Background: an optimization exercise with open tools, aiming at small area and a short achievable clock period. Do not read the settings as production practice.
In this exercise RTL edits were held to simulation tests only and were not proved equivalent to the original.
Power and IR drop assume default switching activity.

Setup of oak:
Design ALU_Top, start of the top module:
module ALU_Top #(parameter Data_In_Width = 16)
(
    input   wire            [Data_In_Width-1 : 0]    A ,
    input   wire            [Data_In_Width-1 : 0]    B ,
    input   wire                          [3 : 0]    ALU_FUN,
    input   wire                                     CLK,
    input   wire                                     RST,
    output  wire      [(2*Data_In_Width)-1 : 0]      Arith_OUT,
    output  wire                                     Arith_Flag,
    output  wire            [Data_In_Width-1 : 0]    Logic_OUT,
    output  wire                                     Logic_Flag,
    output  wire                          [1 : 0]    CMP_OUT,
    output  wire                                     CMP_Flag,
    output  wire            [Data_In_Width-1 : 0]    Shift_OUT,
    output  wire                                     Shift_Flag
);
clock: 85.0 ns
lec_check: 0
abc_area: 1
cap_margin: 20
core_margin: 2
core_utilization: 40
slew_margin: 20
standard.sh (not shown) runs the stock make flow with config.mk's settings and CLKGATE_MAP_FILE= SYNTH_SCRIPT=/design/flow/synth_recipe.tcl, a recipe that flattens the netlist after the stock synthesis.
==> flow/flow/run.sh <==
#!/bin/bash
# The standard layout, except that the port buffers are buf_1 cells (ORFS
# otherwise picks clkdlybuf4s50_1 delay cells; every port is still buffered),
# and repair_timing aims for 47 ns of setup slack (an optimisation target
# only: the clock and constraints are unchanged).
set -euo pipefail
bash standard.sh synth > synth.log 2>&1
bash standard.sh "BUFFER_PORTS_ARGS=-buffer_cell sky130_fd_sc_hd__buf_1" SETUP_SLACK_MARGIN=47 finish > layout.log 2>&1
### oak -> pine
# oak
export LEC_CHECK = 0
export ABC_AREA = 1
export CAP_MARGIN = 20
export CORE_MARGIN = 2
export CORE_UTILIZATION = 40
export SLEW_MARGIN = 20
create_clock -name core_clock -period 85.0 [get_ports {CLK}]
# pine
export LEC_CHECK = 0
export ABC_AREA = 1
export CAP_MARGIN = 20
export CORE_MARGIN = 2
export CORE_UTILIZATION = 40
export CTS_BUF_LIST = sky130_fd_sc_hd__clkbuf_8
export CTS_CLUSTER_SIZE = 25
export SLEW_MARGIN = 20
create_clock -name core_clock -period 85.0 [get_ports {CLK}]
Findings:
As far as number of cells after detailed placement goes, pine and oak are indistinguishable; the numbers are identical. Delay contributed by the slowest stage of the critical path in pine is 70 ps higher than in oak. Relative to oak, post-detailed-routing wire length has gone down in pine.


ALU_Top, a different RTL version from the one above (not shown whole).
For scale: roughly 70 flip-flops, ~110 I/O pins, roughly 0.018 mm2 of cells after synthesis.
==> flow/design.v (excerpt) <==
module ALU_Top #(parameter Data_In_Width = 16)
(
    input   wire            [Data_In_Width-1 : 0]    A ,
    input   wire            [Data_In_Width-1 : 0]    B ,
    input   wire                          [3 : 0]    ALU_FUN,
    input   wire                                     CLK,
    input   wire                                     RST,
    output  wire      [(2*Data_In_Width)-1 : 0]      Arith_OUT,
    output  wire                                     Arith_Flag,
    output  wire            [Data_In_Width-1 : 0]    Logic_OUT,
    output  wire                                     Logic_Flag,
    output  wire                          [1 : 0]    CMP_OUT,
    output  wire                                     CMP_Flag,
    output  wire            [Data_In_Width-1 : 0]    Shift_OUT,
    output  wire                                     Shift_Flag
);
export LEC_CHECK = 0
export ABC_AREA = 1
export CAP_MARGIN = 20
export CORE_MARGIN = 2
export CORE_UTILIZATION = 40
export SLEW_MARGIN = 20
create_clock -name core_clock -period 85.0 [get_ports {CLK}]
==> flow/flow/run.sh <==
#!/bin/bash
# The standard layout, with repair_timing aiming for 48 ns of setup slack
# (an optimisation target only: the clock and constraints are unchanged).
set -euo pipefail
bash standard.sh synth > synth.log 2>&1
bash standard.sh SETUP_SLACK_MARGIN=48 finish > layout.log 2>&1
Rerun with:
==> flow/flow/run.sh (replaced) <==
#!/bin/bash
# The standard layout, except that the port buffers are buf_1 cells (ORFS
# otherwise picks clkdlybuf4s50_1 delay cells); every port is still buffered.
set -euo pipefail
bash standard.sh synth > synth.log 2>&1
bash standard.sh "BUFFER_PORTS_ARGS=-buffer_cell sky130_fd_sc_hd__buf_1" finish > layout.log 2>&1
Result: The new run produced a clean layout; worst setup slack degrades by 2.8 ns; final area is lower by 11%; flip-flop and latch count does not change; die area is unchanged; cell count is lower by 2.7%; routed wire length is lower by 4.9%; synthesized area does not change; total power is lower by 6.0%; clock power is higher by about 5%.
Rerun with:
==> flow/flow/run.sh (replaced) <==
#!/bin/bash
# The standard layout, except that the port buffers are buf_1 cells (ORFS
# otherwise picks clkdlybuf4s50_1 delay cells; every port is still buffered),
# and repair_timing aims for 47 ns of setup slack (an optimisation target
# only: the clock and constraints are unchanged).
set -euo pipefail
bash standard.sh synth > synth.log 2>&1
bash standard.sh "BUFFER_PORTS_ARGS=-buffer_cell sky130_fd_sc_hd__buf_1" SETUP_SLACK_MARGIN=47 finish > layout.log 2>&1
Routed wire length increases by 2.9%. Fmax came out higher by 7.0%. Final cell count rose by 2.2%. Non-clock buffer count went up by 70.
Rerun with:
==> flow/flow/run.sh (replaced) <==
#!/bin/bash
# The standard layout, repair_timing aiming for 46 ns of setup slack, with power recovery after global routing: gates on
# paths with positive slack are downsized (an optimisation step only: the
# clock and constraints are unchanged).
set -euo pipefail
bash standard.sh synth > synth.log 2>&1
bash standard.sh SETUP_SLACK_MARGIN=46 RECOVER_POWER=100 finish > layout.log 2>&1
Outcome:
- The changed run completed and failed the layout checks on capacitance limit, slew limit
- core utilization went down by 0.76 points
- global-route usage went up by 0.52 points
- worst hold slack improved by 0.37 ns
- flip-flop and latch count does not change
- synthesized area stays the same

afterwards: timing with drivers on the ports:
Ports are ideal in the flow. The routed layouts listed here were re-timed in OpenROAD. Step 1: set_driving_cell puts a clkbuf_16 on CLK and a buf_2 on each other input, an assumption about the parent block. Step 2 also shifts input and output timing later by t, the mid clock arrival at the registers, as if the neighbouring blocks saw the same clock. a / b / c = ideal ports / drivers / drivers and shift; a / b = the first two.
run | t (ns) | setup slack, ns | cell pins on the clock port's net
oak | 0.399 | 49.367 / 49.396 / 48.997 | 1
pine | 0.424 | 49.405 / 49.427 / 49.002 | 1
the first run of note 2 | 0.389 | 49.286 / 49.309 / 48.920 | 1
the second run of note 2 | 0.373 | 46.462 / 46.478 / 46.105 | 1
the third run of note 2 | 0.378 | 48.985 / 48.997 / 48.619 | 1
the fourth run of note 2 | 0.389 | 41.949 / 41.955 / 41.566 | 1
The setup slack of pine, which loses most, moves by +0.022 ns with the drivers and by -0.403 ns with both steps.
